This design comes from an exercise in tuning for small area on the open sky130 flow, not from production work. RTL that was checked went through simulation tests only; none was proved equivalent to the original. No functional check of the RTL was part of runs 1 and 2. Power figures rest on the tool's default switching activity, not on a simulated workload.

<file path="flow/config.mk">
export PLATFORM = sky130hd
export DESIGN_NAME = MMU
export DESIGN_NICKNAME = MMU
export VERILOG_FILES = /design/flow/design.v
export SDC_FILE = /design/flow/constraint.sdc
export NUM_CORES = 4
export LEC_CHECK = 0
export CAP_MARGIN = 20
export CORE_MARGIN = 2
export CORE_UTILIZATION = 40
export SLEW_MARGIN = 20
</file>
<file path="flow/constraint.sdc">
create_clock -name core_clock -period 6.0 [get_ports {clock}]
set_input_delay 1.2000 -clock core_clock [delete_from_list [all_inputs] [get_ports {clock}]]
set_output_delay 1.2000 -clock core_clock [all_outputs]
set_load 0.01 [all_outputs]
</file>
<file path="flow/design.v">
module MMU(
  input         clock,
  input         reset,
  output        io_mmu_req_ready,
  input         io_mmu_req_valid,
  input  [63:0] io_mmu_req_bits_addr,
  input  [63:0] io_mmu_req_bits_PTBR,
  input  [1:0]  io_mmu_req_bits_source,
  input         io_mmu_rsp_ready,
  output        io_mmu_rsp_valid,
  output [63:0] io_mmu_rsp_bits_addr,
  output [1:0]  io_mmu_rsp_bits_source,
  input         io_mem_req_ready,
  output        io_mem_req_valid,
  output [63:0] io_mem_req_bits_addr,
  output [2:0]  io_mem_req_bits_source,
  output        io_mem_rsp_ready,
  input         io_mem_rsp_valid,
  input  [63:0] io_mem_rsp_bits_data,
  input  [2:0]  io_mem_rsp_bits_source
);
  function [1:0] rr_pick;
    input [3:0] v;
    input [1:0] lg;
    begin
      if (v[1] && lg < 2'd1)      rr_pick = 2'd1;
      else if (v[2] && lg < 2'd2) rr_pick = 2'd2;
      else if (v[3] && lg < 2'd3) rr_pick = 2'd3;
      else if (v[0])              rr_pick = 2'd0;
      else if (v[1])              rr_pick = 2'd1;
      else if (v[2])              rr_pick = 2'd2;
      else                        rr_pick = 2'd3;
    end
  endfunction
  function [1:0] first_set;
    input [3:0] v;
    begin
      if (v[0])      first_set = 2'd0;
      else if (v[1]) first_set = 2'd1;
      else if (v[2]) first_set = 2'd2;
      else           first_set = 2'd3;
    end
  endfunction
  reg        q1_full, q2_full, q3_full, q4_full;      
  reg [1:0]  q1_src, q2_src, q3_src, q4_src;
  reg        pcq_full, llq_full, pcr_full, llr_full;  
  reg [1:0]  pcq_src, llq_src, pcr_src, llr_src;
  reg        pcq_lvl;                                 
  reg [7:0]  fst;                                     
  reg [3:0]  flv;                                     
  reg [7:0]  fsrc;
  reg [7:0]  lst;                                     
  reg [7:0]  lsrc;
  reg [1:0]  fl_mlg, fl_llg, ll_mlg, ll_rlg;          
  reg [175:0] s_ppn;    
  reg [79:0]  s_vlo;    
  reg [27:0]  s_vhi;    
  wire [3:0] fl_idle, fl_req, fl_wait, fl_ll;
  wire [3:0] ll_idle, ll_req, ll_wait, ll_rsp;
  wire [3:0] fl_hit, ll_hit;
  genvar g;
  generate
    for (g = 0; g < 4; g = g + 1) begin : dec
      assign fl_idle[g] = fst[2*g +: 2] == 2'd0;
      assign fl_req[g]  = fst[2*g +: 2] == 2'd1;
      assign fl_wait[g] = fst[2*g +: 2] == 2'd2;
      assign fl_ll[g]   = fst[2*g +: 2] == 2'd3;
      assign ll_idle[g] = lst[2*g +: 2] == 2'd0;
      assign ll_req[g]  = lst[2*g +: 2] == 2'd1;
      assign ll_wait[g] = lst[2*g +: 2] == 2'd2;
      assign ll_rsp[g]  = lst[2*g +: 2] == 2'd3;
      assign fl_hit[g]  = fl_wait[g] && fsrc[2*g +: 2] == pcr_src;
      assign ll_hit[g]  = ll_wait[g] && lsrc[2*g +: 2] == llr_src;
    end
  endgenerate
  wire req_fire = io_mmu_req_valid & ~q1_full;
  wire q1_deq   = q1_full & ~q2_full;
  wire q2_deq   = q2_full & (|fl_idle);
  wire [1:0] fl_enq = first_set(fl_idle);
  wire [1:0] fl_mch   = rr_pick(fl_req, fl_mlg);
  wire       fl_mfire = (|fl_req) & ~pcq_full;
  wire       pcr_deq  = pcr_full & (|fl_wait);
  wire [1:0] fl_lch   = rr_pick(fl_ll, fl_llg);
  wire       fl_lfire = (|fl_ll) & (|ll_idle);
  wire [1:0] ll_enq   = first_set(ll_idle);
  wire [1:0] ll_mch   = rr_pick(ll_req, ll_mlg);
  wire       ll_mfire = (|ll_req) & ~llq_full;
  wire       llr_deq  = llr_full & (|ll_wait);
  wire [1:0] ll_rch   = rr_pick(ll_rsp, ll_rlg);
  wire       ll_rfire = (|ll_rsp) & ~q3_full;
  wire q3_deq = q3_full & ~q4_full;
  wire q4_deq = q4_full & io_mmu_rsp_ready;
  wire llq_deq  = llq_full & io_mem_req_ready;
  wire pcq_deq  = pcq_full & ~llq_full & io_mem_req_ready;
  wire rsp_hi   = io_mem_rsp_bits_source[2];
  wire pcr_enq  = io_mem_rsp_valid & rsp_hi & ~pcr_full;
  wire llr_enq  = io_mem_rsp_valid & ~rsp_hi & ~llr_full;
  integer i;
  always @(posedge clock) begin
    if (reset) q1_full <= 1'b0; else if (req_fire) q1_full <= 1'b1; else if (q1_deq) q1_full <= 1'b0;
    if (reset) q2_full <= 1'b0; else if (q1_deq) q2_full <= 1'b1; else if (q2_deq) q2_full <= 1'b0;
    if (reset) q3_full <= 1'b0; else if (ll_rfire) q3_full <= 1'b1; else if (q3_deq) q3_full <= 1'b0;
    if (reset) q4_full <= 1'b0; else if (q3_deq) q4_full <= 1'b1; else if (q4_deq) q4_full <= 1'b0;
    if (reset) pcq_full <= 1'b0; else if (fl_mfire) pcq_full <= 1'b1; else if (pcq_deq) pcq_full <= 1'b0;
    if (reset) llq_full <= 1'b0; else if (ll_mfire) llq_full <= 1'b1; else if (llq_deq) llq_full <= 1'b0;
    if (reset) pcr_full <= 1'b0; else if (pcr_enq) pcr_full <= 1'b1; else if (pcr_deq) pcr_full <= 1'b0;
    if (reset) llr_full <= 1'b0; else if (llr_enq) llr_full <= 1'b1; else if (llr_deq) llr_full <= 1'b0;
    if (req_fire) q1_src <= io_mmu_req_bits_source;
    if (q1_deq) q2_src <= q1_src;
    if (ll_rfire) q3_src <= lsrc[2*ll_rch +: 2];
    if (q3_deq) q4_src <= q3_src;
    if (fl_mfire) begin
      pcq_src <= fsrc[2*fl_mch +: 2];
      pcq_lvl <= flv[fl_mch];
    end
    if (ll_mfire) llq_src <= lsrc[2*ll_mch +: 2];
    if (pcr_enq) pcr_src <= io_mem_rsp_bits_source[1:0];
    if (llr_enq) llr_src <= io_mem_rsp_bits_source[1:0];
    if (reset) fl_mlg <= 2'd0; else if (fl_mfire) fl_mlg <= fl_mch;
    if (reset) fl_llg <= 2'd0; else if (fl_lfire) fl_llg <= fl_lch;
    if (reset) ll_mlg <= 2'd0; else if (ll_mfire) ll_mlg <= ll_mch;
    if (reset) ll_rlg <= 2'd0; else if (ll_rfire) ll_rlg <= ll_rch;
    for (i = 0; i < 4; i = i + 1) begin
      if (reset) begin
        fst[2*i +: 2] <= 2'd0;
        lst[2*i +: 2] <= 2'd0;
      end else begin
        if (q2_deq && fl_enq == i) fst[2*i +: 2] <= 2'd1;
        if (fl_mfire && fl_mch == i) fst[2*i +: 2] <= 2'd2;
        if (pcr_deq && fl_hit[i]) fst[2*i +: 2] <= flv[i] ? 2'd1 : 2'd3;
        if (fl_lfire && fl_lch == i) fst[2*i +: 2] <= 2'd0;
        if (fl_lfire && ll_enq == i) lst[2*i +: 2] <= 2'd1;
        if (ll_mfire && ll_mch == i) lst[2*i +: 2] <= 2'd2;
        if (llr_deq && ll_hit[i]) lst[2*i +: 2] <= 2'd3;
        if (ll_rfire && ll_rch == i) lst[2*i +: 2] <= 2'd0;
      end
      if (q2_deq && fl_enq == i) begin
        flv[i] <= 1'b1;
        fsrc[2*i +: 2] <= q2_src;
      end else if (pcr_deq && fl_hit[i]) begin
        flv[i] <= 1'b0;
      end
      if (fl_lfire && ll_enq == i) lsrc[2*i +: 2] <= fsrc[2*fl_lch +: 2];
    end
  end
  wire rsp_fire = io_mem_rsp_valid & (rsp_hi ? ~pcr_full : ~llr_full);
  wire [43:0] req_ppn = io_mmu_req_bits_PTBR[43:0];
  wire [19:0] req_vlo = io_mmu_req_bits_addr[31:12];
  wire [6:0]  req_vhi = io_mmu_req_bits_addr[38:32];
  wire [43:0] rsp_ppn = io_mem_rsp_bits_data[53:10];
  wire [19:0] rsp_vlo = {io_mem_rsp_bits_data[63:54], io_mem_rsp_bits_data[9:0]};
  generate
    for (g = 0; g < 4; g = g + 1) begin : slot
      wire wp = rsp_fire && io_mem_rsp_bits_source[1:0] == g;
      wire wv = wp & ~rsp_hi;
      wire wr = req_fire && io_mmu_req_bits_source == g && !wp;
      wire hp = ~(wr | wp);
      wire hv = ~(wr | wv);
      always @(posedge clock) begin
        s_ppn[44*g +: 44] <= ({44{wr}} & req_ppn) | ({44{wp}} & rsp_ppn) | ({44{hp}} & s_ppn[44*g +: 44]);
        s_vlo[20*g +: 20] <= ({20{wr}} & req_vlo) | ({20{wv}} & rsp_vlo) | ({20{hv}} & s_vlo[20*g +: 20]);
        s_vhi[7*g +: 7]   <= ({7{wr}} & req_vhi) | ({7{~wr}} & s_vhi[7*g +: 7]);
      end
    end
  endgenerate
  integer k;
  wire [1:0]  m_src = llq_full ? llq_src : pcq_src;
  wire        lv0 = llq_full;
  wire        lv1 = ~llq_full & ~pcq_lvl;
  wire        lv2 = ~llq_full & pcq_lvl;
  reg  [43:0] m_ppn;
  reg  [8:0]  m_idx;
  reg  [26:0] vk;
  always @(*) begin
    m_ppn = 44'h0;
    m_idx = 9'h0;
    for (k = 0; k < 4; k = k + 1) begin
      vk = {s_vhi[7*k +: 7], s_vlo[20*k +: 20]};
      m_ppn = m_ppn | ({44{m_src == k}} & s_ppn[44*k +: 44]);
      m_idx = m_idx | ({9{m_src == k}} & (({9{lv0}} & vk[8:0]) | ({9{lv1}} & vk[17:9]) | ({9{lv2}} & vk[26:18])));
    end
  end
  assign io_mmu_req_ready       = ~q1_full;
  assign io_mmu_rsp_valid       = q4_full;
  assign io_mmu_rsp_bits_source = q4_src;
  reg [63:0] rsp_word;
  always @(*) begin
    rsp_word = 64'h0;
    for (k = 0; k < 4; k = k + 1)
      rsp_word = rsp_word | ({64{q4_src == k}} & {s_vlo[20*k + 10 +: 10], s_ppn[44*k +: 44], s_vlo[20*k +: 10]});
  end
  assign io_mmu_rsp_bits_addr   = rsp_word;
  assign io_mem_req_valid       = llq_full | pcq_full;
  assign io_mem_req_bits_addr   = {8'h0, m_ppn, m_idx, 3'h0};
  assign io_mem_req_bits_source = {~llq_full, m_src};
  assign io_mem_rsp_ready       = rsp_hi ? ~pcr_full : ~llr_full;
endmodule
</file>
<file path="flow/flow/run.sh">
#!/bin/bash
# The standard layout (standard.sh) with three changes:
#  - synthesis: synth_recipe.tcl unchanged, except that abc maps with flow/nf.script (&nf);
#  - port buffers: the smallest buffer (buf_1) on every input and output port;
#  - clock tree: no dummy loads, clkbuf_16 buffers, larger sink clusters.
set -euo pipefail
W=$PWD
cat flow/abc_override.tcl synth_recipe.tcl > my_synth.tcl
sed "s#SYNTH_SCRIPT=[^ ]*#SYNTH_SCRIPT=$W/my_synth.tcl#" standard.sh > my_standard.sh
grep -q "SYNTH_SCRIPT=$W/my_synth.tcl" my_standard.sh
export FLOW_ABC_SCRIPT=$W/flow/nf.script
export BUFFER_PORTS_ARGS="-buffer_cell sky130_fd_sc_hd__buf_1"
export CTS_ARGS="-sink_clustering_enable -repair_clock_nets -dont_use_dummy_load -buf_list sky130_fd_sc_hd__clkbuf_16 -sink_clustering_size 30 -sink_clustering_max_diameter 100"
bash my_standard.sh > standard.log 2>&1
</file>
<file path="flow/flow/abc_override.tcl">
# Map the logic with ABC's &nf area-oriented mapper (flow/nf.script) in place of the script
# ORFS passes to abc; everything else in the synthesis is the standard synthesis.
proc abc {args} {
  set i [lsearch -exact $args -script]
  if { $i >= 0 } { set args [lreplace $args $i [expr {$i + 1}] -script $::env(FLOW_ABC_SCRIPT)] }
  yosys abc {*}$args
}
</file>
<file path="flow/flow/nf.script">
strash
&get -n
&st
&dch
&nf -R 1000
&put
</file>
<file path="flow/standard.sh">
#!/bin/bash
# synth_recipe.tcl (not shown) runs the flow's synth.tcl, then flattens the netlist and writes it again
# the make line also repeats each setting of config.mk as NAME=value (left out here)
make -C /OpenROAD-flow-scripts/flow DESIGN_CONFIG=/design/flow/config.mk WORK_HOME=/design/flow/orfs CLKGATE_MAP_FILE= SYNTH_SCRIPT=/design/flow/synth_recipe.tcl "${@:-finish}"
</file>
==> reports/metrics.yaml, run 1 <==
fillers: 3804
grt.overflow.total: 0
hp-class: "reg2reg"
vdd_drop_max_mv: 0.222
hold_slack_ns: 0.420
synth_cell_types: 40
clk_pin_slew_worst_paths_ns: 0.11
avgSynthCellArea_um2: 8.81
ys_seq_elements: 353
synth_ff_type: "dfxtp_1"
crit_path_end_kind: "output pin"
cap_violations: 0
met1_usage_pct: 38.3
layout.cells.most_common_list: "nand2_1, dfxtp_1, buf_1"
cts_setup_buffers: 0
nets: 2320
worstPathMaxFanout: 43
avgViaCountPerCell: 6.26
wl_per_cell_um: 23.4
period_share_pct: 83.7
num_rows: 72
antenna_found_initial: 10
synth_seq_area_share_pct: 48.9
use_met2_pct: 46.1
hold_viol_final: 0
synth_area_mm2: 0.0157
ys_async_sr_fraction_pct: 0
yosys_warnings: 1
num_vias: 16500
cp-start-kind: "flip-flop"
io_buffers: 271
firstDrtPassIters: 12
cts_root_buf: "clkbuf_16"
cts_sinks: 353
drive_gt1_share_pct: 4.21
finalCriticalPeriod_ns: 5.02
drt_iter0_drc: 2830
drt-total-wl_mm: 61.7
finalSetupViolations: 0
busiest_layer: "met2"
criticalPathCategory: "reg2out"
crit_arrival_ns: 3.82
clockBufferDepth: 3
routabilityCongestion: 0.892
worstPathRequired_ns: 4.80
cts_tree: "done"
slew_headroom_pct: 26.1
placed_area_mm2: 0.0179
status: "no timing/DRC/antenna violations"
die-area_mm2: 0.0409
grt_max_degree: 51
die_x_um: 202
drv_slew: 0
synth_cells: 1783
cts_buffers: 16
p_per_area_mw_per_mm2: 316
grt_pass1_vias: 15700
dp_hpwl_mm: 37.8
insertion_delay_ns: 0.55
cts_resized: 0
syn2layout_area_growth_pct: 16.7
core-area_mm2: 0.0387
postLayoutCellArea_mm2: 0.0183
skew_ns: 0.0317
rsz0062_at_grt: "false"
initial_core_util_pct: 40.5
hold_buffers: 0
die-height_um: 202
grt_use_met3_pct: 6.24
antenna_left: 0
ioPinCount: 340
grt_pass1_wl_mm: 92.1
drc: 0
layout_commonest_cell: "nand2_1"
synth_edf_count: 61
grt_usage_pct: 28.7
cellLeakagePower_nw: 7.32
fmax_mhz: 199
cts_htree_levels: 1
tightest_slew_ns: 1.11
-- synth_stat cells (all sizes together) (3+ instances only) --
| cell | n | area share (%) |
|---|---|---|
| a22oi | 206 | 9.8 |
| o21ai | 12 | 0.38 |
| clkinv | 91 | 2.2 |
| o311a | 4 | 0.25 |
| a31oi | 6 | 0.24 |
| nand2b | 4 | 0.16 |
| nor2 | 77 | 1.8 |
| nor4 | 5 | 0.20 |
| nand3 | 6 | 0.19 |
| edfxtp | 61 | 12 |
| nand4 | 4 | 0.16 |
| mux2i | 8 | 0.51 |
| and4 | 3 | 0.17 |
| a221oi | 3 | 0.17 |
| a211oi | 7 | 0.33 |
| dfxtp | 292 | 37 |
| a222oi | 201 | 13 |
| a22o | 6 | 0.33 |
| nor3b | 5 | 0.24 |
| o22ai | 7 | 0.28 |
| xnor2 | 14 | 0.78 |
| nor2b | 22 | 0.88 |
| and2 | 7 | 0.28 |
| a21oi | 41 | 1.3 |
| nor3 | 24 | 0.76 |
| buf | 11 | 0.53 |
| a21o | 4 | 0.19 |
| nand2 | 633 | 15 |
-- critical path, stage by stage, from the launching register on --
cell and delay (ns):
dfxtp_1 0.39, buf_4 0.49, mux2i_1 0.70, clkinv_1 0.43
nand2_1 0.62, a21oi_1 0.08, nor3_1 0.24, o21ai_0 0.16
buf_1 0.18
-- flip-flops by register name, summed over array words and instances, names as in the netlist, 2 cells and up, named ones only --
name and count:
s_vlo 80, llq_src 2, fst 8, ll_rlg 2, q4_src 2, fl_mlg 2, q2_src 2, lsrc 8
fsrc 8, pcq_src 2, ll_mlg 2, llr_src 2, q1_src 2, q3_src 2, pcr_src 2, lst 8
fl_llg 2, s_ppn 176, flv 4
-- routing by layer --
metal  share of wire [%]  vias up
met5                0.14        -
met4                 2.7       14
met3                  12      130
met2                  45     1052
met1                  40     7872
li1                    -     7443
-- metrics by stage --
| step | setup TNS, ns | instances | power [mW] | setup slack [ns] | util [%] |
|---|---|---|---|---|---|
| detailed placement | 0 | 2617 | 4.56 | 1.58 | 46.2 |
| global placement | 0 | 2617 | 4.51 | 1.62 | 46.2 |
| finish | 0 | 2639 | 5.80 | 0.978 | 47.3 |
| floorplan | -0.413 | 1793 | 3.99 | -0.0459 | - |
| global route | 0 | 2635 | 6.08 | 0.868 | 47.3 |
| CTS | 0 | 2633 | 5.80 | 1.08 | 47.3 |
-- final cells by class --
cell class              count  area, µm²  area share (%)
diodes                      6       15.0          0.0819
multi-input cells        1338       7860            42.9
inverters                  91        342            1.86
flip-flops and latches    353       7680            41.9
repair buffers            317       1390            7.57
well taps                 518        648            3.54
clock buffers              16        400            2.18
-- worst paths after layout --
kind             start                       to  slack (ns)  depth (start not counted)
min reg2reg  q3_src[1]                q4_src[1]        0.42                          0
max reg2reg   pcr_full                s_vlo[40]        2.79                         10
min          q3_src[1]                q4_src[1]        0.42                          0
max           llq_full  io_mem_req_bits_addr[4]        0.98                          8
-- logic make-up after synthesis --
logic type | share of synthesized area [%]
xor+xnor | 0.892
other cells | 0.0239
simple gates | 20.3
flops | 48.9
compound gates | 26.7
buf+inv | 2.70
mux | 0.510
-- power by group --
group          switching [mW]  total (mW)  internal [mW]
Clock                   0.773        1.26          0.485
Combinational           0.833        1.37          0.539
Sequential              0.336        3.17           2.83
==> inputs of run 2 (changes only) <==
--- a/flow/config.mk
+++ b/flow/config.mk
@@ -7,5 +7,7 @@
 export LEC_CHECK = 0
 export CAP_MARGIN = 20
+export CELL_PAD_IN_SITES_DETAIL_PLACEMENT = 1
 export CORE_MARGIN = 2
 export CORE_UTILIZATION = 40
+export PLACE_DENSITY = 0.45
 export SLEW_MARGIN = 20
==> run 2 against run 1 <==
  * Clock power is essentially flat
  * Die area unchanged
  * Synthesized cell count unchanged
==> reports/metrics.yaml, run 2 <==
status: "no timing/DRC/antenna violations"
clockBufferDepth: 3  # unchanged
synth_area_mm2: 0.0157  # unchanged
synth_edf_count: 61  # unchanged
die_x_um: 202  # unchanged
largest_register_ff_count: 176  # unchanged
internal_power_mw: 3.85  # about the same
dp_hpwl_mm: 39.6  # +4.8%
hp-class: "reg2reg"
cts_setup_buffers: 0  # unchanged
critPathLaunch: "llq_full"
drt-total-wl_mm: 64.7  # +4.9%
synth_cell_types: 40  # unchanged
final-instance-count-excl-fill: 2637  # -0.076%
switching_power_mw: 1.96  # +0.74%
period_share_pct: 77.5  # -6.2 points
dr.max_layer_used: "met5"
grt_max_degree: 54  # +5.9%
crit_chain: "mux2i_1, clkinv_1, nor2_4, buf_4, a222oi_1, nand2_1, buf_1"
drt_iter0_drc: 2261  # -20%
num_rows: 72  # unchanged
synth_top_area_share_pct: 37.2  # unchanged
drv_slew: 0  # unchanged
synth.most_common_cell: "nand2_1"
worstPathRequired_ns: 4.80  # about the same
hold_buffers: 0  # unchanged
nets: 2315  # -0.22%
wl_met2_mm: 31.0  # +11%
avgSynthCellArea_um2: 8.81  # unchanged
ys_async_sr_fraction_pct: 0  # unchanged
finalSetupViolations: 0  # unchanged
synth_xor_area_share_pct: 0.892  # unchanged
cts_root_buf: "clkbuf_16"
io_buffers: 271  # unchanged
synth_commonest_cells: "nand2_1, dfxtp_1, a22oi_1"
cts_buffers: 16  # unchanged
path_buf_inv: 3  # unchanged
crit_path_end_kind: "output pin"
finalCriticalPeriod_ns: 4.65  # -0.373 ns
grt_pass1_wl_mm: 98.4  # +6.9%
antenna_left: 0  # unchanged
cts_resized: 0  # unchanged
synth_area_leaders: "dfxtp_1, nand2_1, a222oi_1"
fmax_mhz: 215  # +8.0%
worstPathMaxFanout: 44  # +2.3%
top_regs: "s_ppn x176, s_vlo x80"
wl_met3_mm: 5.77  # -22%
syn2layout_area_growth_pct: 16.5
layout_commonest_cell: "nand2_1"
drive_gt1_share_pct: 3.98  # -0.23 points
cts_sinks: 353  # unchanged
met1_length_mm: 26.6  # +8.2%
die-area_mm2: 0.0409  # unchanged
rsz0062_at_grt: "false"
vdd_drop_max_mv: 0.161  # -27%
combPwrFrac_pct: 23.7  # about the same
synth_cells: 1783  # unchanged
tightest_slew_ns: 1.08  # -0.0224 ns
ioPinCount: 340  # unchanged
slowest_delay_ns: 0.65  # -0.05 ns
hold_slack_ns: 0.432  # +0.0116 ns
regToRegStartpoint: "llr_full"
slew_headroom_pct: 27.5  # +1.3 points
hold_viol_final: 0  # unchanged
synth_top_area_cell: "dfxtp_1"
drc: 0  # unchanged
avgViaCountPerCell: 6.24  # -0.29%
p_sw_share_pct: 33.7  # +0.18 points
dp_cells: 2612  # -0.19%
core-area_mm2: 0.0387  # unchanged
synth-adder-area-share_pct: 0  # unchanged
synth_simple_gate_area_share_pct: 20.3  # unchanged
min_from: "q1_src[1]"
synth_seq_area_share_pct: 48.9  # unchanged
criticalPathCategory: "reg2out"
postLayoutSetupSlackWorst_ns: 1.35  # +0.373 ns
grt_pass1_vias: 16700  # +6.8%
slowest_stage: "mux2i_1"
insertion_delay_ns: 0.54  # about the same
num_vias: 16500  # -0.36%
wl_per_cell_um: 24.5  # +5.0%
regMostFlops: "s_ppn"
cts_tree: "done"
p_seq_share_pct: 54.7  # about the same
clk_pin_slew_worst_paths_ns: 0.11  # about the same
p_clk_share_pct: 21.6  # about the same
die-height_um: 202  # unchanged
ys_seq_elements: 353  # unchanged
grt.overflow.total: 0  # unchanged
preCtsSetupSlack_ns: 1.40  # -0.181 ns
synth_compound_area_share_pct: 26.7  # unchanged
muxShareOfSynthArea_pct: 0.510  # unchanged
synth_top_family_by_area: "compound AO/OA/AOI/OAI gates"
skew_ns: 0.0461  # +0.0144 ns
layout.cells.most_common_list: "nand2_1, dfxtp_1, buf_1"
initial_core_util_pct: 40.5  # unchanged
crit_arrival_ns: 3.45  # -0.37 ns
yosys_warnings: 1  # unchanged
grt_usage_pct: 30.7  # +1.9 points
cap_violations: 0  # unchanged
cellLeakagePower_nw: 7.29  # -0.34%
antenna_found_initial: 13  # +3
cp-start-kind: "flip-flop"
routabilityCongestion: 0.835  # -6.4%
path_delay_family: "buffers and inverters"
firstDrtPassIters: 13  # +1
synth_ff_type: "dfxtp_1"
cts_htree_levels: 1  # unchanged
p_per_area_mw_per_mm2: 317  # +0.39%
-- run 2: cell counts after synthesis --
Identical to the previous run, type by type.
-- run 2: worst paths after layout --
path / end / slack (ns) / depth (start not counted)
worst min register to register: q2_src[1] / 0.43 / 0
worst max register to register: s_vlo[43] / 2.74 / 10
worst max-delay path: io_mem_req_bits_addr[32] / 1.35 / 7
worst min-delay path: q2_src[1] / 0.43 / 0
-- run 2: kinds of logic after synthesis --
kind of cell	Yosys count
flops	353
buf+inv	102
other cells	1
mux	8
compound gates	507
xor+xnor	16
simple gates	796
-- run 2: per-stage QoR --
stage	total power [mW]	utilization [%]	TNS [ns]	area, µm²
after global placement	4.52	46.1	0	17900
final	5.81	47.2	0	18300
after floorplan	3.99	-	-0.413	15800
after detailed placement	4.58	46.1	0	17900
after CTS	5.83	47.2	0	18300
after global routing	6.11	47.2	0	18300
-- run 2: final cells by class --
type	count	area [µm²]
inverter	91	342
timing repair buffer	312	1350
fill	4734	20400
sequential	353	7680
multi-input combinational	1338	7850
clock buffer	16	400
tap	518	648
antenna	9	22.5
-- run 2: per-layer routing --
metal  GRT usage (%)  vias up
li1                -     7438
met3            6.11       93
met2            51.7      761
met5               0        -
met4            9.72       12
met1            39.5     8147
-- run 2: power by group through the flow --
stage | sequential (mW) | clock [mW] | combinational, mW
2_1_floorplan | 3.11 | 0 | 0.876
3_3_place_gp | 3.19 | 0 | 1.33
3_5_place_dp | 3.21 | 0 | 1.37
4_1_cts | 3.16 | 1.29 | 1.38
5_1_grt | 3.22 | 1.36 | 1.53
6_report | 3.18 | 1.25 | 1.38
==> inputs of run 3 (changes only) <==
--- a/flow/design.v
+++ b/flow/design.v
@@ -43,7 +43,8 @@
   endfunction
   reg        q1_full, q2_full, q3_full, q4_full;      
-  reg [1:0]  q1_src, q2_src, q3_src, q4_src;
+  reg [1:0]  q1_src, q3_src, q4_src;                 
   reg        pcq_full, llq_full, pcr_full, llr_full;  
-  reg [1:0]  pcq_src, llq_src, pcr_src, llr_src;
+  reg [1:0]  pcq_src, llq_src;
+  reg [1:0]  r_src;                                   
   reg        pcq_lvl;                                 
   reg [7:0]  fst;                                     
@@ -70,21 +71,21 @@
       assign ll_wait[g] = lst[2*g +: 2] == 2'd2;
       assign ll_rsp[g]  = lst[2*g +: 2] == 2'd3;
-      assign fl_hit[g]  = fl_wait[g] && fsrc[2*g +: 2] == pcr_src;
-      assign ll_hit[g]  = ll_wait[g] && lsrc[2*g +: 2] == llr_src;
+      assign fl_hit[g]  = fl_wait[g] && fsrc[2*g +: 2] == r_src;
+      assign ll_hit[g]  = ll_wait[g] && lsrc[2*g +: 2] == r_src;
     end
   endgenerate
   wire req_fire = io_mmu_req_valid & ~q1_full;
   wire q1_deq   = q1_full & ~q2_full;
-  wire q2_deq   = q2_full & (|fl_idle);
+  wire q2_deq   = q2_full;              
   wire [1:0] fl_enq = first_set(fl_idle);
   wire [1:0] fl_mch   = rr_pick(fl_req, fl_mlg);
   wire       fl_mfire = (|fl_req) & ~pcq_full;
-  wire       pcr_deq  = pcr_full & (|fl_wait);
+  wire       pcr_deq  = pcr_full;       
   wire [1:0] fl_lch   = rr_pick(fl_ll, fl_llg);
-  wire       fl_lfire = (|fl_ll) & (|ll_idle);
+  wire       fl_lfire = |fl_ll;         
   wire [1:0] ll_enq   = first_set(ll_idle);
   wire [1:0] ll_mch   = rr_pick(ll_req, ll_mlg);
   wire       ll_mfire = (|ll_req) & ~llq_full;
-  wire       llr_deq  = llr_full & (|ll_wait);
+  wire       llr_deq  = llr_full;
   wire [1:0] ll_rch   = rr_pick(ll_rsp, ll_rlg);
   wire       ll_rfire = (|ll_rsp) & ~q3_full;
@@ -107,5 +108,4 @@
     if (reset) llr_full <= 1'b0; else if (llr_enq) llr_full <= 1'b1; else if (llr_deq) llr_full <= 1'b0;
     if (req_fire) q1_src <= io_mmu_req_bits_source;
-    if (q1_deq) q2_src <= q1_src;
     if (ll_rfire) q3_src <= lsrc[2*ll_rch +: 2];
     if (q3_deq) q4_src <= q3_src;
@@ -115,6 +115,5 @@
     end
     if (ll_mfire) llq_src <= lsrc[2*ll_mch +: 2];
-    if (pcr_enq) pcr_src <= io_mem_rsp_bits_source[1:0];
-    if (llr_enq) llr_src <= io_mem_rsp_bits_source[1:0];
+    if (pcr_enq | llr_enq) r_src <= io_mem_rsp_bits_source[1:0];
     if (reset) fl_mlg <= 2'd0; else if (fl_mfire) fl_mlg <= fl_mch;
     if (reset) fl_llg <= 2'd0; else if (fl_lfire) fl_llg <= fl_lch;
@@ -137,5 +136,5 @@
       if (q2_deq && fl_enq == i) begin
         flv[i] <= 1'b1;
-        fsrc[2*i +: 2] <= q2_src;
+        fsrc[2*i +: 2] <= q1_src;
       end else if (pcr_deq && fl_hit[i]) begin
         flv[i] <= 1'b0;
@@ -160,5 +159,5 @@
         s_ppn[44*g +: 44] <= ({44{wr}} & req_ppn) | ({44{wp}} & rsp_ppn) | ({44{hp}} & s_ppn[44*g +: 44]);
         s_vlo[20*g +: 20] <= ({20{wr}} & req_vlo) | ({20{wv}} & rsp_vlo) | ({20{hv}} & s_vlo[20*g +: 20]);
-        s_vhi[7*g +: 7]   <= ({7{wr}} & req_vhi) | ({7{~wr}} & s_vhi[7*g +: 7]);
+        if (wr) s_vhi[7*g +: 7] <= req_vhi;
       end
     end
==> flow/flow/nf.script (replaced) <==
strash
&get -n
&st
&dch -f
&nf -R 2000 -C 32 -F 8
&put
==> run 3 against run 2 <==
  * Power decreased by 6.1%
  * Largest power group unchanged
  * Clock power about the same
  * Worst setup slack better by 0.069 ns
  * Clock-buffer cell count unchanged
  * Still clean
==> reports/metrics.yaml, run 3 <==
status: "no timing/DRC/antenna violations"
fillers: 4482  # -5.3%
hold_path_depth: 0  # unchanged
synth_top_area_cell: "dfxtp_1"
layout_commonest_cell: "nand2_1"
synth-adder-area-share_pct: 0  # unchanged
num_vias: 15900  # -3.6%
cts_setup_buffers: 0  # unchanged
muxShareOfSynthArea_pct: 1.49  # +0.98 points
top_regs: "s_ppn x176, s_vlo x80, s_vhi x28"
synth_compound_area_share_pct: 28.3  # +1.6 points
regMostFlops: "s_ppn"
drv_slew: 0  # unchanged
fmax_mhz: 218  # +1.5%
largest_register_ff_count: 176  # unchanged
synth_xor_area_share_pct: 0.917  # +0.025 points
drt_iter0_drc: 2734  # +21%
criticalPathCategory: "reg2out"
grt.overflow.total: 0  # unchanged
vdd_drop_max_mv: 0.229  # +42%
cellLeakagePower_nw: 6.69  # -8.2%
clockBufferDepth: 3  # unchanged
grt_pass1_wl_mm: 92.9  # -5.7%
p_per_area_mw_per_mm2: 306  # -3.5%
die_x_um: 199  # -1.3%
synth_ff_type: "dfxtp_1"
finalCriticalPeriod_ns: 4.58  # -0.0685 ns
synth_seq_area_share_pct: 49.5  # +0.57 points
grt_usage_pct: 30.4  # -0.29 points
synth_top_family_by_area: "compound AO/OA/AOI/OAI gates"
synth_top_area_share_pct: 38.3  # +1.0 points
fin_tns_setup_ns: 0  # unchanged
crit_chain: "mux2i_1, clkinv_1, nor2_4, buf_4, a222oi_1, nand2_1, buf_1"
cts_htree_levels: 1  # unchanged
hold_buffers: 0  # unchanged
worstRegToRegCells: 9  # -1
skew_ns: 0.0424  # -0.00369 ns
antenna_left: 0  # unchanged
antenna_found_initial: 7  # -6
synth_edf_count: 57  # -6.6%
synth.most_common_cell: "nand2_1"
cp_num_cells: 7  # unchanged
ys_seq_elements: 349  # -1.1%
ioPinCount: 340  # unchanged
nets: 2150  # -7.1%
slowest_delay_ns: 0.65  # about the same
cts_resized: 0  # unchanged
tightest_slew_ns: 1.12  # +0.0407 ns
worstPathRequired_ns: 4.80  # about the same
die-height_um: 199  # -1.3%
num_rows: 71  # -1.4%
insertion_delay_ns: 0.52  # -0.02 ns
cts_buffers: 16  # unchanged
firstDrtPassIters: 13  # unchanged
path_delay_family: "buffers and inverters"
hold_slack_ns: 0.432  # +0.000604 ns
routabilityCongestion: 0.791  # -5.3%
initial_core_util_pct: 40.6  # about the same
wl_per_cell_um: 25.4  # +3.3%
hold_viol_final: 0  # unchanged
die-area_mm2: 0.0398  # -2.7%
synth_commonest_cells: "nand2_1, a222oi_1, dfxtp_1"
path_buf_inv: 3  # unchanged
synth_simple_gate_area_share_pct: 14.6  # -5.7 points
core-area_mm2: 0.0377  # -2.8%
synth_cell_types: 40  # unchanged
ys_async_sr_fraction_pct: 0  # unchanged
avgSynthCellArea_um2: 9.45  # +7.3%
synth_area_leaders: "dfxtp_1, a222oi_1, edfxtp_1"
io_buffers: 271  # unchanged
cp-start-kind: "flip-flop"
drc: 0  # unchanged
cts_sinks: 349  # -1.1%
yosys_warnings: 1  # unchanged
crit_path_end_kind: "output pin"
period_share_pct: 76.4  # -1.1 points
drive_gt1_share_pct: 4.73  # +0.75 points
worstPathMaxFanout: 22  # -50%
syn2layout_area_growth_pct: 16.5  # about the same
cts_root_buf: "clkbuf_16"
grt_pass1_vias: 15600  # -6.7%
grt_max_degree: 65  # +20%
synth_cells: 1617  # -9.3%
drt-total-wl_mm: 62.4  # -3.5%
synth_area_mm2: 0.0153  # -2.7%
dp_hpwl_mm: 38.1  # -3.8%
hp-class: "reg2reg"
crit_arrival_ns: 3.38  # -0.07 ns
layout.cells.most_common_list: "nand2_1, a222oi_1, dfxtp_1"
cts_tree: "done"
rsz0062_at_grt: "false"
slowest_stage: "mux2i_1"
slew_headroom_pct: 24.9  # -2.6 points
clk_pin_slew_worst_paths_ns: 0.10  # about the same
cap_violations: 0  # unchanged
avgViaCountPerCell: 6.44  # +3.3%
finalSetupViolations: 0  # unchanged
[run 3: cell count changes after synthesis, moves of 10 or more]
cell      before  now
xnor2_1       14    0
a21oi_1       41   14
a222oi_1     201  320
xor2_1         2   16
clkinv_1      91  192
nand2_1      633  409
nor2b_1       22   12
a22oi_1      206   83
[run 3: path summary, 6_finish.rpt]
check                             end       from  slack [ns]
max          io_mem_req_bits_addr[32]   llq_full        1.42
min reg2reg                 q4_src[0]  q3_src[0]        0.43
max reg2reg                 s_vlo[74]   pcr_full        2.68
min                         q4_src[0]  q3_src[0]        0.43
[run 3: area by class of cell]
class                           instances  area, µm²  share of cell area [%]
Clock buffer                           16        400                    2.25
Sequential cell                       349       7560                    42.5
Tap cell                              511        639                    3.59
Timing Repair Buffer                  313       1330                    7.49
Antenna cell                            6       15.0                  0.0843
Inverter                              192        721                    4.05
Multi-Input combinational cell       1075       7140                    40.1
[run 3: kinds of logic (layout without fill, tap and decap cells)]
group	count (synthesis)	after routing
buffers and inverters	203	521
AND/OR/NAND/NOR	556	556
XOR/XNOR	16	16
multiplexers	14	14
other	1	17
AO/OA/AOI/OAI	478	478
flip-flops	349	349
[run 3: layer usage]
metal	up-vias	wire (µm)	GRT usage, %
li1	7061	-	-
met1	7925	26000	40.7
met2	779	28700	49.5
met3	94	5950	5.47
met4	4	1730	10.1
met5	-	26	0
[run 3: worst register-to-register path, delay by kind of cell (launching register included)]
kind                   cells  cell delay (ns)
muxes                      1             0.21
buffers and inverters      2             0.60
DFF                        1             0.41
AOI/OAI and AO/OA          1             0.22
and+or+nand+nor            5             1.75
[run 3: report_power, final]
part	switching [mW]	leakage (nW)	internal [mW]
clock	0.746	0.197	0.485
sequential	0.316	2.96	2.76
combinational	0.672	3.53	0.475
total	1.73	6.69	3.72
[run 3: stage by stage]
stage          util [%]  std cells  cell area [µm²]  power [mW]  worst slack [ns]
2_1_floorplan         -       1627            15300        3.77            0.0747
3_3_place_gp       46.1       2440            17400        4.20              1.55
3_5_place_dp       46.1       2440            17400        4.25              1.39
4_1_cts            47.2       2456            17800        5.49              1.39
5_1_grt            47.2       2460            17800        5.75              1.19
6_report           47.3       2462            17800        5.45              1.42
==> inputs of run 4 (changes only) <==
--- a/flow/design.v
+++ b/flow/design.v
@@ -53,5 +53,5 @@
   reg [7:0]  lst;                                     
   reg [7:0]  lsrc;
-  reg [1:0]  fl_mlg, fl_llg, ll_mlg, ll_rlg;          
+  reg [1:0]  fl_mlg, ll_mlg, ll_rlg;                  
   reg [175:0] s_ppn;    
   reg [79:0]  s_vlo;    
@@ -76,5 +76,5 @@
   endgenerate
   wire req_fire = io_mmu_req_valid & ~q1_full;
-  wire q1_deq   = q1_full & ~q2_full;
+  wire q1_deq   = q1_full;              
   wire q2_deq   = q2_full;              
   wire [1:0] fl_enq = first_set(fl_idle);
@@ -82,5 +82,5 @@
   wire       fl_mfire = (|fl_req) & ~pcq_full;
   wire       pcr_deq  = pcr_full;       
-  wire [1:0] fl_lch   = rr_pick(fl_ll, fl_llg);
+  wire [1:0] fl_lch   = first_set(fl_ll);
   wire       fl_lfire = |fl_ll;         
   wire [1:0] ll_enq   = first_set(ll_idle);
@@ -117,5 +117,4 @@
     if (pcr_enq | llr_enq) r_src <= io_mem_rsp_bits_source[1:0];
     if (reset) fl_mlg <= 2'd0; else if (fl_mfire) fl_mlg <= fl_mch;
-    if (reset) fl_llg <= 2'd0; else if (fl_lfire) fl_llg <= fl_lch;
     if (reset) ll_mlg <= 2'd0; else if (ll_mfire) ll_mlg <= ll_mch;
     if (reset) ll_rlg <= 2'd0; else if (ll_rfire) ll_rlg <= ll_rch;
--- a/flow/config.mk
+++ b/flow/config.mk
@@ -6,8 +6,8 @@
 export NUM_CORES = 4
 export LEC_CHECK = 0
-export CAP_MARGIN = 20
+export CAP_MARGIN = 5
 export CELL_PAD_IN_SITES_DETAIL_PLACEMENT = 1
 export CORE_MARGIN = 2
 export CORE_UTILIZATION = 40
 export PLACE_DENSITY = 0.45
-export SLEW_MARGIN = 20
+export SLEW_MARGIN = 5
==> run 4 against run 3 <==
  * Still clean
  * Register-to-register slack improved by 0.17 ns
  * Sequential cell count down 2
  * Critical path depth is the same
  * Core utilization shrank 0.066 points
==> reports/metrics.yaml, run 4 <==
p_clk_share_pct: 23.1  # +0.5 points
grt_max_degree: 64  # -1.5%
synth_area_mm2: 0.0152  # -0.64%
cts_buffers: 16  # unchanged
cellLeakagePower_nw: 6.66  # -0.51%
drive_gt1_share_pct: 4.48  # -0.25 points
combPwrFrac_pct: 20.9  # about the same
avgViaCountPerCell: 6.47  # +0.35%
largest_register_ff_count: 176  # unchanged
layout.cells.most_common_list: "nand2_1, a222oi_1, dfxtp_1"
path_buf_inv: 3  # unchanged
ys_seq_elements: 347  # -0.57%
cts_root_buf: "clkbuf_16"
skew_ns: 0.0713  # +0.0288 ns
fin_util_pct: 47.2  # -0.066 points
criticalPathCategory: "reg2out"
drc: 0  # unchanged
synth_cell_types: 40  # unchanged
slowest_delay_ns: 0.70  # +0.05 ns
hold_buffers: 0  # unchanged
crit_path_end_kind: "output pin"
insertion_delay_ns: 0.53  # about the same
grt_usage_pct: 30.9  # +0.51 points
final-instance-count-excl-fill: 2459  # -0.12%
firstDrtPassIters: 17  # +4
status: "no timing/DRC/antenna violations"
routabilityCongestion: 0.821  # +3.9%
antenna_found_initial: 12  # +5
synth.most_common_cell: "nand2_1"
drv_slew: 0  # unchanged
cp-start-kind: "flip-flop"
synth_edf_count: 57  # unchanged
synth_top_area_share_pct: 38.2  # about the same
p_seq_share_pct: 56.1  # -0.3 points
yosys_warnings: 1  # unchanged
finalSetupViolations: 0  # unchanged
synth_area_leaders: "dfxtp_1, a222oi_1, edfxtp_1"
crit_chain: "mux2i_1, clkinv_1, nor2_4, buf_4, a222oi_1, nand2_1, buf_1"
die_x_um: 199  # -0.31%
die-area_mm2: 0.0395  # -0.63%
io_buffers: 271  # unchanged
num_vias: 15900  # +0.23%
num_rows: 71  # unchanged
nets: 2145  # -0.23%
switching_power_mw: 1.75  # +0.94%
antenna_left: 0  # unchanged
die-height_um: 199  # -0.31%
grt.overflow.total: 0  # unchanged
fmax_mhz: 211  # -3.5%
cap_violations: 0  # unchanged
layout_commonest_cell: "nand2_1"
avgSynthCellArea_um2: 9.41  # -0.39%
grt_pass1_wl_mm: 94.3  # +1.5%
top_regs: "s_ppn x176, s_vlo x80, s_vhi x28"
cts_setup_buffers: 0  # unchanged
drt_iter0_drc: 2714  # -0.73%
worstPathRequired_ns: 4.80  # about the same
fin_tns_setup_ns: 0  # unchanged
cts_sinks: 347  # -0.57%
ioPinCount: 340  # unchanged
drt-total-wl_mm: 63.3  # +1.3%
vdd_drop_max_mv: 0.215  # -6.3%
synth_cells: 1613  # -0.25%
rsz0062_at_grt: "false"
slew_headroom_pct: 24.5  # -0.43 points
tightest_slew_ns: 1.13  # +0.00498 ns
crit_arrival_ns: 3.55  # +0.17 ns
hp-class: "reg2reg"
grt_pass1_vias: 15900  # +1.8%
cts_tree: "done"
period_share_pct: 79.1  # +2.8 points
clockBufferDepth: 3  # unchanged
core-area_mm2: 0.0375  # -0.47%
slowest_stage: "mux2i_1"
synth_commonest_cells: "nand2_1, a222oi_1, dfxtp_1"
wl_per_cell_um: 25.7  # +1.4%
synth_ff_type: "dfxtp_1"
regMostFlops: "s_ppn"
initial_core_util_pct: 40.5  # -0.068 points
hold_viol_final: 0  # unchanged
cts_htree_levels: 1  # unchanged
ys_async_sr_fraction_pct: 0  # unchanged
p_per_area_mw_per_mm2: 308  # +0.42%
synth_top_area_cell: "dfxtp_1"
path_delay_family: "buffers and inverters"
clk_pin_slew_worst_paths_ns: 0.11  # about the same
dp_cells: 2435  # -0.20%
finalCriticalPeriod_ns: 4.75  # +0.167 ns
internal_power_mw: 3.69  # -0.72%
dp_hpwl_mm: 38.4  # +0.71%
cts_resized: 0  # unchanged
synth_seq_area_share_pct: 49.5  # +0.054 points
syn2layout_area_growth_pct: 16.5  # about the same
p_sw_share_pct: 32.2  # +0.36 points
worstPathMaxFanout: 44  # +100%
[run 4: cell types whose count changed in the layout (fill, tap and decap cells not counted), sizes merged, moves of 2 or more]
| cell | previous run | this run |
|---|---|---|
| nor2 | 79 | 85 |
| diode | 6 | 8 |
| o21bai | 5 | 1 |
| nand2 | 409 | 412 |
| a221oi | 1 | 3 |
| a21boi | 6 | 2 |
| mux4 | 7 | 3 |
| clkinv | 192 | 188 |
| o21ai | 13 | 10 |
| a222oi | 320 | 323 |
| a21oi | 14 | 11 |
| nor2b | 12 | 16 |
| nor3 | 21 | 18 |
| dfxtp | 292 | 290 |
[run 4: path summary, 6_finish.rpt]
kind	depth (start not counted)	start	end	slack, ns
hold reg to reg	0	q3_src[1]	q4_src[1]	0.43
hold / removal	0	q3_src[1]	q4_src[1]	0.43
setup reg to reg	7	llr_full	s_ppn[144]	2.85
setup / recovery	7	llq_full	io_mem_req_bits_addr[42]	1.25
[run 4: cell type report]
class / count / area (µm²)
Multi-Input combinational cell: 1077 / 7080
Sequential cell: 347 / 7520
Inverter: 188 / 706
Tap cell: 511 / 639
Timing Repair Buffer: 312 / 1330
Clock buffer: 16 / 400
Antenna cell: 8 / 20.0
Fill cell: 4425 / 19800
[run 4: through the flow]
step,setup WS (ns),power (mW),hold slack (ns),instance area (µm²)
finish,1.25,5.44,0.434,17700
CTS,1.26,5.45,0.433,17700
global route,0.992,5.71,0.446,17700
detailed placement,1.65,4.22,0.406,17300
global placement,1.76,4.16,0.401,17300
floorplan,0.0761,3.74,0.400,15200
[run 4: cell families after synthesis]
| family | share of synthesized area [%] |
|---|---|
| AND/OR/NAND/NOR | 15.1 |
| multiplexers | 0.972 |
| XOR/XNOR | 0.923 |
| buffers and inverters | 5.19 |
| flip-flops | 49.5 |
| AO/OA/AOI/OAI | 28.3 |
| other | 0.0247 |
[run 4: routing by layer]
layer	GRT usage, %	part of all wire [%]	up-vias
met5	0	0.11	-
met4	11.4	2.9	10
met3	6.60	9.7	113
met2	52.2	48	782
met1	38.6	39	7952
li1	-	-	7042
[run 4: power by group through the flow]
| stage | clock (mW) | sequential (mW) | combinational (mW) |
|---|---|---|---|
| floorplan | 0 | 3.00 | 0.740 |
| global placement | 0 | 3.07 | 1.09 |
| detailed placement | 0 | 3.09 | 1.13 |
| CTS | 1.28 | 3.04 | 1.14 |
| global route | 1.35 | 3.09 | 1.26 |
| finish | 1.26 | 3.05 | 1.14 |
==> inputs of run 5 (changes only) <==
--- a/flow/config.mk
+++ b/flow/config.mk
@@ -9,5 +9,5 @@
 export CELL_PAD_IN_SITES_DETAIL_PLACEMENT = 1
 export CORE_MARGIN = 2
-export CORE_UTILIZATION = 40
-export PLACE_DENSITY = 0.45
+export CORE_UTILIZATION = 55
+export PLACE_DENSITY = 0.6
 export SLEW_MARGIN = 5
==> run 5 against run 4 <==
  * Sequential power about the same
  * Register-to-register slack worse by 0.05 ns
  * Synthesized area unchanged
  * Critical path depth up 1
  * Core utilization up 17 points
  * Clock power down 6%
  * Worst setup slack worse by 0.68 ns
==> reports/metrics.yaml, run 5 <==
status: "no timing/DRC/antenna violations"
synth_edf_count: 57  # unchanged
synth_seq_area_share_pct: 49.5  # unchanged
hp-class: "reg2reg"
drt-total-wl_mm: 62.2  # -1.7%
initial_core_util_pct: 56.2  # +16 points
grt_pass1_vias: 17600  # +11%
drv_slew: 0  # unchanged
dr.max_layer_used: "met4"
p_total_mw: 5.44  # -0.14%
finalSetupViolations: 0  # unchanged
cts_setup_buffers: 0  # unchanged
fmax_mhz: 184  # -13%
clk_pin_slew_worst_paths_ns: 0.10  # about the same
synth_ff_type: "dfxtp_1"
num_vias: 16900  # +6.0%
fillers: 3231  # -27%
layout_commonest_cell: "nand2_1"
synth_area_mm2: 0.0152  # unchanged
endpoint: "io_mem_req_bits_addr[34]"
avgViaCountPerCell: 7.37  # +14%
rsz0062_at_grt: "false"
io_buffers: 271  # unchanged
worstPathMaxFanout: 40  # -9.1%
crit_arrival_ns: 4.23  # +0.68 ns
die_x_um: 170  # -14%
antenna_found_initial: 8  # -4
cts_buffers: 15  # -1
syn2layout_area_growth_pct: 15.0
r2r_end: "s_ppn[0]"
reg2reg_slack_ns: 2.80  # -0.05 ns
crit_path_end_kind: "output pin"
synth_area_leaders: "dfxtp_1, a222oi_1, edfxtp_1"
nets: 2145  # unchanged
p_per_area_mw_per_mm2: 311  # +1.2%
insertion_delay_ns: 0.53  # about the same
critPathLaunch: "llq_full"
period_share_pct: 90.5  # +11 points
criticalPathCategory: "reg2out"
cts_root_buf: "clkbuf_16"
dp_hpwl_mm: 38.4  # about the same
die-area_mm2: 0.0290  # -27%
routabilityCongestion: 0.858  # +4.5%
wl_met2_mm: 29.6  # -2.3%
num_rows: 60  # -15%
antenna_left: 0  # unchanged
cts_resized: 0  # unchanged
grt_usage_pct: 41.1  # +10 points
die-height_um: 170  # -14%
top_regs: "s_ppn x176, s_vlo x80, s_vhi x28"
avgSynthCellArea_um2: 9.41  # unchanged
fin_tns_setup_ns: 0  # unchanged
cts_sinks: 347  # unchanged
cts_htree_levels: 1  # unchanged
synth_commonest_cells: "nand2_1, a222oi_1, dfxtp_1"
grt_max_degree: 65  # +1.6%
grt_pass1_wl_mm: 94.1  # -0.21%
finalCriticalPeriod_ns: 5.43  # +0.683 ns
synth_cells: 1613  # unchanged
firstDrtPassIters: 16  # -1
largest_register_ff_count: 176  # unchanged
cap_violations: 0  # unchanged
core-area_mm2: 0.0270  # -28%
slew_headroom_pct: 22.9  # -1.6 points
wl_per_cell_um: 27.2  # +5.6%
drc: 0  # unchanged
hold_viol_final: 0  # unchanged
ys_seq_elements: 347  # unchanged
ioPinCount: 340  # unchanged
skew_ns: 0.0218  # -0.0494 ns
wl_met3_mm: 7.59  # +24%
synth_top_area_share_pct: 38.2  # unchanged
drt_iter0_drc: 4413  # +63%
regMostFlops: "s_ppn"
cellLeakagePower_nw: 6.65  # -0.10%
tightest_slew_ns: 1.15  # +0.0260 ns
met1_length_mm: 21.6  # -13%
vdd_drop_max_mv: 0.266  # +24%
synth_cell_types: 40  # unchanged
regToRegStartpoint: "llr_full"
clockBufferDepth: 3  # unchanged
worstRegToRegCells: 8  # +1
hold_buffers: 0  # unchanged
drive_gt1_share_pct: 4.43  # -0.052 points
synth.most_common_cell: "nand2_1"
grt.overflow.total: 0  # unchanged
yosys_warnings: 1  # unchanged
synth_top_area_cell: "dfxtp_1"
worstPathRequired_ns: 4.80  # about the same
layout.cells.most_common_list: "nand2_1, a222oi_1, dfxtp_1"
ys_async_sr_fraction_pct: 0  # unchanged
cp-start-kind: "flip-flop"
cts_tree: "done"
run 5: metrics by stage:
step	instances	worst slack (ns)	hold slack (ns)	instance area [µm²]	utilization, %
after floorplan	1623	0.0761	0.400	15200	-
after global placement	2266	1.39	0.404	17100	63.1
after detailed placement	2266	1.22	0.413	17100	63.1
after CTS	2281	0.665	0.438	17400	64.5
after global routing	2287	0.436	0.465	17500	64.6
final	2289	0.569	0.435	17500	64.6
run 5: layout make-up:
cell class	count	area, µm²	area share, %
tap	341	427	2.44
sequential	347	7520	43.0
inverter	188	706	4.04
clock buffer	15	375	2.15
timing repair buffer	313	1330	7.63
antenna	8	20.0	0.115
multi-input combinational	1077	7080	40.6
run 5: logic make-up (layout without fill, tap and decap cells):
kind of cell	count (synthesis)	after routing	share of synthesized area (%)
and+or+nand+nor	568	568	15.1
AOI/OAI and AO/OA	471	471	28.3
DFF	347	347	49.5
buffers and inverters	199	516	5.19
xor gates and xnor gates	16	16	0.923
muxes	11	11	0.972
other	1	19	0.0247
run 5: layer usage:
| metal | up-vias | global-route usage [%] |
|---|---|---|
| li1 | 7051 | - |
| met1 | 8152 | 46.8 |
| met2 | 1384 | 70.5 |
| met3 | 273 | 9.00 |
| met4 | 0 | 25.3 |
| met5 | - | 0 |
run 5: power by group:
part / internal (mW) / total [mW] / switching, mW
clock network: 0.457 / 1.19 / 0.736
registers: 2.74 / 3.08 / 0.338
logic: 0.468 / 1.16 / 0.696
total: 3.67 / 5.44 / 1.77
run 5: how the worst min path moves through the flow:
stage / start / end / slack (ns) / cells past startpoint
finish: q3_src[0] / q4_src[0] / 0.44 / 0
global route: q3_src[0] / q4_src[0] / 0.47 / 0
CTS: q3_src[0] / q4_src[0] / 0.44 / 0
detailed placement: q3_src[0] / q4_src[0] / 0.41 / 0
global placement: q3_src[1] / q4_src[1] / 0.40 / 0
floorplan: q3_src[0] / q4_src[0] / 0.40 / 0
run 5: worst max-delay path, stage by stage, from the launching register on:
cell	delay, ns
dfxtp_1	0.48
buf_4	0.50
mux2i_1	0.74
clkinv_1	0.48
nor2_4	0.67
buf_4	0.34
a222oi_1	0.13
nand2_1	0.13
buf_1	0.24
==> inputs of run 6 (changes only) <==
--- a/flow/flow/run.sh
+++ b/flow/flow/run.sh
@@ -11,4 +11,4 @@
 export FLOW_ABC_SCRIPT=$W/flow/nf.script
 export BUFFER_PORTS_ARGS="-buffer_cell sky130_fd_sc_hd__buf_1"
-export CTS_ARGS="-sink_clustering_enable -repair_clock_nets -dont_use_dummy_load -buf_list sky130_fd_sc_hd__clkbuf_16 -sink_clustering_size 30 -sink_clustering_max_diameter 100"
+export CTS_ARGS="-sink_clustering_enable -repair_clock_nets -dont_use_dummy_load -buf_list sky130_fd_sc_hd__clkbuf_16 -sink_clustering_size 30 -sink_clustering_max_diameter 70"
 bash my_standard.sh > standard.log 2>&1
--- a/flow/config.mk
+++ b/flow/config.mk
@@ -9,5 +9,5 @@
 export CELL_PAD_IN_SITES_DETAIL_PLACEMENT = 1
 export CORE_MARGIN = 2
-export CORE_UTILIZATION = 55
-export PLACE_DENSITY = 0.6
+export CORE_UTILIZATION = 40
+export PLACE_DENSITY = 0.45
 export SLEW_MARGIN = 5
==> run 6 against run 5 <==
  * Combinational power is essentially flat
  * Largest cell class unchanged
  * Sequential power is essentially flat
  * Sequential cell count is the same
  * Largest power group unchanged
  * Still clean
  * Final cell count grew 8.0%
  * Synthesized area is the same
  * Core utilization shrank 16 points
  * Clock skew grew 0.018 ns
  * Sequential share of layout area shrank 1.4 points
  * Highest routed layer is now met5
  * Hold slack lost 0.017 ns
==> reports/metrics.yaml, run 6 <==
cts_htree_levels: 1  # unchanged
syn2layout_area_growth_pct: 19.0
drv_slew: 0  # unchanged
firstDrtPassIters: 11  # -5
synth_area_mm2: 0.0152  # unchanged
initial_core_util_pct: 40.5  # -16 points
p_per_area_mw_per_mm2: 330  # +5.9%
cellLeakagePower_nw: 6.84  # +2.9%
finalSetupViolations: 0  # unchanged
layout.cells.most_common_list: "nand2_1, a222oi_1, dfxtp_1"
tightest_slew_ns: 1.11  # -0.0457 ns
avgViaCountPerCell: 6.47  # -12%
num_rows: 71  # +18%
placed_area_mm2: 0.0173  # +1.2%
core-area_mm2: 0.0375  # +39%
synth_cell_types: 40  # unchanged
nets: 2160  # +0.70%
routabilityCongestion: 0.821  # -4.3%
reg2reg_slack_ns: 2.90  # +0.10 ns
grt.overflow.total: 0  # unchanged
crit_path_end_kind: "output pin"
cts_resized: 0  # unchanged
synth_area_leaders: "dfxtp_1, a222oi_1, edfxtp_1"
cts_root_buf: "clkbuf_16"
synth_edf_count: 57  # unchanged
drt_iter0_drc: 2607  # -41%
cts_tree: "done"
cts_sinks: 347  # unchanged
ioPinCount: 340  # unchanged
postLayoutCellArea_mm2: 0.0181  # +3.5%
drc: 0  # unchanged
period_share_pct: 80.3  # -10 points
synth.most_common_cell: "nand2_1"
regMostFlops: "s_ppn"
slew_headroom_pct: 25.8  # +2.9 points
drive_gt1_share_pct: 5.22  # +0.78 points
synth_cells: 1613  # unchanged
grt_max_degree: 64  # -1.5%
io_buffers: 271  # unchanged
rsz0062_at_grt: "false"
status: "no timing/DRC/antenna violations"
fmax_mhz: 208  # +13%
antenna_left: 0  # unchanged
cts_setup_buffers: 0  # unchanged
ys_seq_elements: 347  # unchanged
yosys_warnings: 1  # unchanged
skew_ns: 0.0396  # +0.0178 ns
die-height_um: 199  # +17%
largest_register_ff_count: 176  # unchanged
avgSynthCellArea_um2: 9.41  # unchanged
synth_top_area_share_pct: 38.2  # unchanged
clockBufferDepth: 3  # unchanged
final-instance-count-excl-fill: 2473  # +8.0%
ys_async_sr_fraction_pct: 0  # unchanged
crit_arrival_ns: 3.62  # -0.61 ns
finalCriticalPeriod_ns: 4.82  # -0.615 ns
top_regs: "s_ppn x176, s_vlo x80, s_vhi x28"
clk_pin_slew_worst_paths_ns: 0.09  # about the same
drt-total-wl_mm: 63.7  # +2.5%
synth_ff_type: "dfxtp_1"
cp-start-kind: "flip-flop"
synth_seq_area_share_pct: 49.5  # unchanged
dp_hpwl_mm: 38.4  # about the same
insertion_delay_ns: 0.59  # +0.06 ns
die-area_mm2: 0.0395  # +37%
worstPathRequired_ns: 4.80  # about the same
synth_top_area_cell: "dfxtp_1"
hold_viol_final: 0  # unchanged
grt_pass1_wl_mm: 95.0  # +0.96%
antenna_found_initial: 11  # +3
worstPathMaxFanout: 44  # +10%
wl_per_cell_um: 25.8  # -5.2%
layout_commonest_cell: "nand2_1"
grt_usage_pct: 31.1  # -10 points
fin_tns_setup_ns: 0  # unchanged
synth_commonest_cells: "nand2_1, a222oi_1, dfxtp_1"
hp-class: "reg2reg"
num_vias: 16000  # -5.2%
vdd_drop_max_mv: 0.212  # -20%
p_total_mw: 5.95  # +9.5%
fillers: 4397  # +36%
grt_pass1_vias: 16100  # -8.4%
dp_cells: 2435  # +7.5%
hold_buffers: 0  # unchanged
cts_buffers: 31  # +16
cap_violations: 0  # unchanged
criticalPathCategory: "reg2out"
die_x_um: 199  # +17%
## run 6: cell counts after synthesis
Identical to the previous run, type by type.
## run 6: path summary, 6_finish.rpt
path	start	endpoint	depth (start not counted)
min reg2reg	q3_src[1]	q4_src[1]	0
max reg2reg	pcr_full	s_ppn[162]	7
max	llq_full	io_mem_req_bits_addr[42]	7
min	q3_src[1]	q4_src[1]	0
## run 6: where the power goes
group          leakage (nW)  internal [mW]  switching, mW
clock network         0.382          0.902          0.857
registers              2.95           2.74          0.311
logic                  3.51          0.467          0.673
## run 6: final cells by class
type	count	area, µm²	area share [%]
inverters	188	706	3.91
well taps	511	639	3.54
repair buffers	312	1330	7.33
multi-input cells	1077	7080	39.2
flip-flops and latches	347	7520	41.6
diodes	7	17.5	0.0970
clock buffers	31	776	4.29
## run 6: per-layer routing
layer / vias to the layer above / GRT usage (%) / wire length, µm
li1: 7084 / - / -
met1: 7957 / 38.5 / 24900
met2: 809 / 52.7 / 30500
met3: 130 / 6.66 / 6340
met4: 10 / 12.3 / 1870
met5: - / 0 / 66
## run 6: cell families (layout without fill, tap and decap cells)
group                  Yosys count  after routing  synth area share, %
XOR/XNOR                        16             16                0.923
buffers and inverters          199            531                 5.19
AO/OA/AOI/OAI                  471            471                 28.3
multiplexers                    11             11                0.972
AND/OR/NAND/NOR                568            568                 15.1
other                            1             18               0.0247
flip-flops                     347            347                 49.5
## run 6: worst max-delay path, stage by stage, from the launching register on
cell and delay (ns):
dfxtp_2 0.44, mux2i_1 0.70, clkinv_1 0.45, nor2_4 0.19, buf_4 0.55, a222oi_1 0.26
nand2_1 0.14, buf_1 0.23
## run 6: through the flow
stage,hold slack [ns],utilization [%],setup WS (ns)
6_report,0.418,48.2,1.18
5_1_grt,0.429,48.2,0.933
4_1_cts,0.418,48.1,1.18
3_5_place_dp,0.406,46.1,1.65
3_3_place_gp,0.401,46.1,1.76
2_1_floorplan,0.400,-,0.0761
==> inputs of run 7 (changes only) <==
--- a/flow/flow/run.sh
+++ b/flow/flow/run.sh
@@ -11,4 +11,4 @@
 export FLOW_ABC_SCRIPT=$W/flow/nf.script
 export BUFFER_PORTS_ARGS="-buffer_cell sky130_fd_sc_hd__buf_1"
-export CTS_ARGS="-sink_clustering_enable -repair_clock_nets -dont_use_dummy_load -buf_list sky130_fd_sc_hd__clkbuf_16 -sink_clustering_size 30 -sink_clustering_max_diameter 70"
+export CTS_ARGS="-sink_clustering_enable -repair_clock_nets -dont_use_dummy_load -buf_list sky130_fd_sc_hd__clkbuf_16 -sink_clustering_size 26 -sink_clustering_max_diameter 100"
 bash my_standard.sh > standard.log 2>&1
==> run 7 against run 6 <==
  * Die area stayed put
  * Routed wire length shrank 0.18%
  * Largest power group unchanged
  * Sequential share of layout area increased by 0.82 points
  * Still clean on timing, DRC and antenna
  * Clock power is 27% lower
==> reports/metrics.yaml, run 7 <==
skew_ns: 0.0413  # +0.00165 ns
cts_tree: "done"
switching_power_mw: 1.75  # -4.9%
cts_buffers: 17  # -45%
internal_power_mw: 3.72  # -9.5%
die-height_um: 199  # unchanged
synth_seq_area_share_pct: 49.5  # unchanged
cts_root_buf: "clkbuf_16"
firstDrtPassIters: 13  # +2
slowest_stage: "mux2i_1"
finalSetupViolations: 0  # unchanged
worstPathRequired_ns: 4.80  # about the same
routabilityCongestion: 0.821  # unchanged
hold_buffers: 0  # unchanged
regToRegStartpoint: "pcr_full"
finalCriticalPeriod_ns: 4.76  # -0.0598 ns
p_clk_share_pct: 23.4  # -6.1 points
cp-start-kind: "flip-flop"
ioPinCount: 340  # unchanged
tightest_slew_ns: 1.14  # +0.0260 ns
largest_register_ff_count: 176  # unchanged
core-area_mm2: 0.0375  # unchanged
slowest_delay_ns: 0.70  # about the same
avgSynthCellArea_um2: 9.41  # unchanged
antenna_found_initial: 10  # -1
drive_gt1_share_pct: 4.53  # -0.68 points
combPwrFrac_pct: 20.8  # +1.7 points
synth.most_common_cell: "nand2_1"
placed_area_mm2: 0.0173  # unchanged
synth_ff_type: "dfxtp_1"
fin_util_pct: 47.3  # -0.93 points
cts_sinks: 347  # unchanged
hp-class: "reg2reg"
grt.overflow.total: 0  # unchanged
io_buffers: 271  # unchanged
wl_met3_mm: 6.03  # -4.8%
drt_iter0_drc: 2423  # -7.1%
antenna_left: 0  # unchanged
cts_resized: 0  # unchanged
min_from: "q3_src[1]"
fin_tns_setup_ns: 0  # unchanged
criticalPathCategory: "reg2out"
cts_htree_levels: 1  # unchanged
p_seq_share_pct: 55.8  # +4.5 points
critPathLaunch: "llq_full"
yosys_warnings: 1  # unchanged
path_delay_family: "buffers and inverters"
fmax_mhz: 210  # +1.3%
num_vias: 16000  # +0.10%
die-area_mm2: 0.0395  # unchanged
p_per_area_mw_per_mm2: 309  # -6.3%
clockBufferDepth: 3  # unchanged
slew_headroom_pct: 24.1  # -1.7 points
nets: 2146  # -0.65%
top_regs: "s_ppn x176, s_vlo x80, s_vhi x28"
crit_path_end_kind: "output pin"
grt_usage_pct: 30.9  # -0.22 points
wl_per_cell_um: 25.9  # +0.39%
synth_cell_types: 40  # unchanged
synth_area_mm2: 0.0152  # unchanged
initial_core_util_pct: 40.5  # unchanged
insertion_delay_ns: 0.54  # -0.05 ns
clk_pin_slew_worst_paths_ns: 0.09  # about the same
drv_slew: 0  # unchanged
ys_seq_elements: 347  # unchanged
postLayoutCellArea_mm2: 0.0177  # -1.9%
grt_max_degree: 64  # unchanged
fillers: 4424  # +0.61%
vdd_drop_max_mv: 0.165  # -22%
dp_hpwl_mm: 38.4  # unchanged
met1_length_mm: 24.8  # -0.33%
synth_area_leaders: "dfxtp_1, a222oi_1, edfxtp_1"
path_buf_inv: 3  # unchanged
period_share_pct: 79.3  # -1.0 points
grt_pass1_wl_mm: 94.4  # -0.64%
synth_top_area_share_pct: 38.2  # unchanged
cts_setup_buffers: 0  # unchanged
rsz0062_at_grt: "false"
crit_arrival_ns: 3.56  # -0.06 ns
reg2reg_slack_ns: 2.90  # about the same
dr.max_layer_used: "met5"
synth_cells: 1613  # unchanged
drc: 0  # unchanged
cellLeakagePower_nw: 6.67  # -2.5%
avgViaCountPerCell: 6.51  # +0.67%
synth_top_area_cell: "dfxtp_1"
p_sw_share_pct: 32.0  # +1.1 points
crit_chain: "mux2i_1, clkinv_1, nor2_4, buf_4, a222oi_1, nand2_1, buf_1"
drt-total-wl_mm: 63.6  # -0.18%
wl_met2_mm: 30.9  # +1.5%
ys_async_sr_fraction_pct: 0  # unchanged
layout_commonest_cell: "nand2_1"
layout.cells.most_common_list: "nand2_1, a222oi_1, dfxtp_1"
regMostFlops: "s_ppn"
die_x_um: 199  # unchanged
hold_viol_final: 0  # unchanged
cap_violations: 0  # unchanged
syn2layout_area_growth_pct: 16.7
p_total_mw: 5.47  # -8.1%
grt_pass1_vias: 15900  # -1.1%
worstPathMaxFanout: 44  # unchanged
synth_edf_count: 57  # unchanged
status: "no timing/DRC/antenna violations"
synth_commonest_cells: "nand2_1, a222oi_1, dfxtp_1"
num_rows: 71  # unchanged
==> run 7: changes by cell type in the layout (fill, tap and decap cells not counted) <==
cell | before | now
clkbuf_16 | 31 | 17
==> run 7: final timing paths <==
kind,endpoint,depth (start not counted)
setup / recovery,io_mem_req_bits_addr[42],7
hold / removal,q4_src[1],0
setup reg to reg,s_vlo[68],9
hold reg to reg,q4_src[1],0
==> run 7: metrics by stage <==
step	hold WS, ns	setup WS, ns	cells
2_1_floorplan	0.400	0.0761	1623
3_3_place_gp	0.401	1.76	2435
3_5_place_dp	0.406	1.65	2435
4_1_cts	0.430	1.25	2452
5_1_grt	0.442	0.988	2457
6_report	0.429	1.24	2459
==> run 7: logic make-up (layout without fill, tap and decap cells) <==
family	Yosys count	after routing	share of synthesized area, %
multiplexers	11	11	0.972
AO/OA/AOI/OAI	471	471	28.3
flip-flops	347	347	49.5
AND/OR/NAND/NOR	568	568	15.1
other	1	18	0.0247
buffers and inverters	199	517	5.19
XOR/XNOR	16	16	0.923
==> run 7: power by group through the flow <==
| stage | clock network, mW | logic (mW) | registers [mW] |
|---|---|---|---|
| after floorplan | 0 | 0.740 | 3.00 |
| after global placement | 0 | 1.09 | 3.07 |
| after CTS | 1.32 | 1.14 | 3.04 |
| after global routing | 1.39 | 1.26 | 3.09 |
| final | 1.28 | 1.14 | 3.05 |
| after detailed placement | 0 | 1.13 | 3.09 |
==> run 7: layout make-up <==
| cell class | instances | area [µm²] | area share (%) |
|---|---|---|---|
| antenna | 7 | 17.5 | 0.0989 |
| clock buffer | 17 | 425 | 2.40 |
| timing repair buffer | 312 | 1330 | 7.48 |
| inverter | 188 | 706 | 3.98 |
| sequential | 347 | 7520 | 42.4 |
| tap | 511 | 639 | 3.61 |
| multi-input combinational | 1077 | 7080 | 40.0 |
==> run 7: routing by layer <==
metal / GRT usage, % / up-vias
li1: - / 7045
met1: 38.3 / 8034
met5: 0 / -
met2: 52.7 / 803
met4: 11.7 / 10
met3: 6.44 / 114

Setup slack of run 7, layout unchanged: 1.243 ns with ideal ports, 1.185 ns with driving cells assumed (clock clkbuf_16, inputs buf_2), 1.660 ns with port delays also shifted by the 0.579 ns mid clock arrival.
